From an optimization exercise on the open Yosys and OpenROAD flow, aimed at small area, a short achievable clock period and few clock cycles per item; shortcuts taken in it are not production practice.
In this exercise RTL edits were held to simulation tests only and were not proved equivalent to the original.
No activity file was given, so power comes from the tool's default toggle rates.

==> v15 <==
Design wallace_multi, start of the top module:
module wallace_multi (
    input clk,
    input rst,
    input [15:0] a,
    input [15:0] b,
    output reg [31:0] p,
    output reg done
);
clock: 4.0 ns
lec_check: 0
cap_margin: 20
core_margin: 2
core_utilization: 40
cts_buf_list: sky130_fd_sc_hd__clkbuf_8
cts_cluster_diameter: 80
cts_cluster_size: 16
setup_slack_margin: 1.6
slew_margin: 20
synth_hierarchical: 1
standard.sh (not shown) runs the stock make flow with config.mk's settings and CLKGATE_MAP_FILE= SYNTH_SCRIPT=/design/flow/synth_recipe.tcl, a recipe that flattens the netlist after the stock synthesis.
==> flow/flow/run.sh <==
#!/bin/bash
set -euo pipefail
export BUFFER_PORTS_ARGS="-buffer_cell sky130_fd_sc_hd__buf_2"
bash standard.sh finish > orfs_make.log 2>&1
==> v37 (differences from v15) <==
--- a/flow/config.mk
+++ b/flow/config.mk
@@ -9,7 +9,4 @@
 export CORE_MARGIN = 2
 export CORE_UTILIZATION = 40
-export CTS_BUF_LIST = sky130_fd_sc_hd__clkbuf_8
-export CTS_CLUSTER_DIAMETER = 80
-export CTS_CLUSTER_SIZE = 16
 export SETUP_SLACK_MARGIN = 1.6
 export SLEW_MARGIN = 20
==> qor summary <==
quantity	v15	v37
TritonCTS Buffers	18	26
Headroom to the max-slew limit	0.547	0.527
Fraction of area in multi-input gates	0.509	0.486
Insertion delay to the later sink of the worst-skew pair	0.53 ns	0.52 ns
Leak Pwr	0.00541 uW	0.00569 uW
Fin util	0.456	0.477
Hold Worst Slack	0.0459 ns	0.0757 ns
Net count reported at finish	1135	1140
Ratio of final minimum period to clock period	0.602	0.601
Register-to-register setup slack	1.59 ns	1.60 ns
Largest incremental delay on the critical path	0.44 ns	0.46 ns
Outcome	timing/DRC/antenna clean	timing/DRC/antenna clean
Worst Tran Pin Value	0.678 ns	0.708 ns
Data buffer area share	0.0377	0.0345
Sequential fraction of total cell area	0.390	0.372
Final clock-cell share	0.0225	0.0687
Reg2Reg Launch Point	r491	r490
GRT Resource Usage Total	0.166	0.167
Non-clk bufs	81	78
Power dissipated by switching net loads	3500 uW	3670 uW
Clock buffer cells	19	38
Number of vias per cell	5.11	5.05
Total power of the final layout	9690 uW	10900 uW
Layout area overhead	11.7%	17.0%
Fraction of final layout cells sized beyond drive strength 1	0.167	0.181
Number of global-route vias before repair	6946	7075
Clock transition at the register clock pins on the worst setup and hold paths after CTS	0.10 ns	0.06 ns
Testbench counts of v15, summed over its fixed seeds: cycles 16,024, items 16,000.
Testbench counts of v37, summed over its fixed seeds: cycles 16,024, items 16,000.

* * *

==> job 2281: inputs <==
wallace_multi again, from the RTL that the note above started with.
Settings: LEC_CHECK=0, CAP_MARGIN=20, CORE_MARGIN=2, CORE_UTILIZATION=40, CTS_BUF_LIST=sky130_fd_sc_hd__clkbuf_4, SETUP_SLACK_MARGIN=1.6, SLEW_MARGIN=20, SYNTH_HIERARCHICAL=1; clock period 4.0 ns.
Scripts as last shown in full above: flow/flow/run.sh
==> inputs of job 8405, as changes to job 2281 <==
Settings changed: CTS_CLUSTER_DIAMETER from default to 60, CTS_CLUSTER_SIZE from default to 10.
==> results.py <==
metrics = {
    "power": {
        "fin_total_pwr_mw": 10.4,
        "pwr-share-seq": 0.375,
    },
    "routing": {
        "via_count": 6802,
        "wl_met2_mm": 10.8,
        "drt-met1-wl_mm": 10.8,
        "via_per_inst": 5.00,
    },
    "critical_path": {
        "crit_arrival_ns": 2.98,
    },
    "run_status": {
        "outcome": "finished clean",
    },
    "timing": {
        "fin_crit_sh": 0.603,
    },
}
The numbers above come from job 2281.

==> results.py <==
metrics = {
    "run_status": {
        "outcome": "finished clean",
    },
    "critical_path": {
        "endpoint": "r787",
        "r2r_start": "r490",
        "crit_arrival_ns": 3.02,
    },
    "routing": {
        "via_per_inst": 5.08,
        "drt-met1-wl_mm": 10.8,
        "via_count": 6640,
        "wl_met2_mm": 10.4,
    },
    "power": {
        "fin_total_pwr_mw": 9.81,
        "pwr-share-seq": 0.396,
    },
}
The numbers above come from job 8405.

Testbench counts of job 2281, summed over its fixed seeds: cycles 16,024, items 16,000.
Testbench counts of job 8405, summed over its fixed seeds: cycles 16,024, items 16,000.

==> what the ideal ports hide <==
In the flow no input, the clock included, has a driving cell. The finished layouts below were timed again as built, in two steps. Step 1 sets driving cells, clkbuf_16 on the clock port and buf_2 on the other inputs (assumed; they add their load-dependent delay and slew). Step 2 also shifts input and output timing later by t, the mid clock arrival at the registers, as if the neighbouring blocks saw the same clock. Slacks: ideal / step 1 / step 2; pairs: ideal / step 1.
run	t (ns)	setup WS [ns]	slew at the worst register clock pin (ns)
v15	0.569	1.591 / 1.591 / 1.591	0.10 / 0.10
v37	0.563	1.595 / 1.595 / 1.595	0.07 / 0.07
job 2281	0.704	1.587 / 1.587 / 1.587	0.07 / 0.07
job 8405	0.728	1.573 / 1.573 / 1.573	0.11 / 0.11
After both steps setup and hold are still met in every run listed.
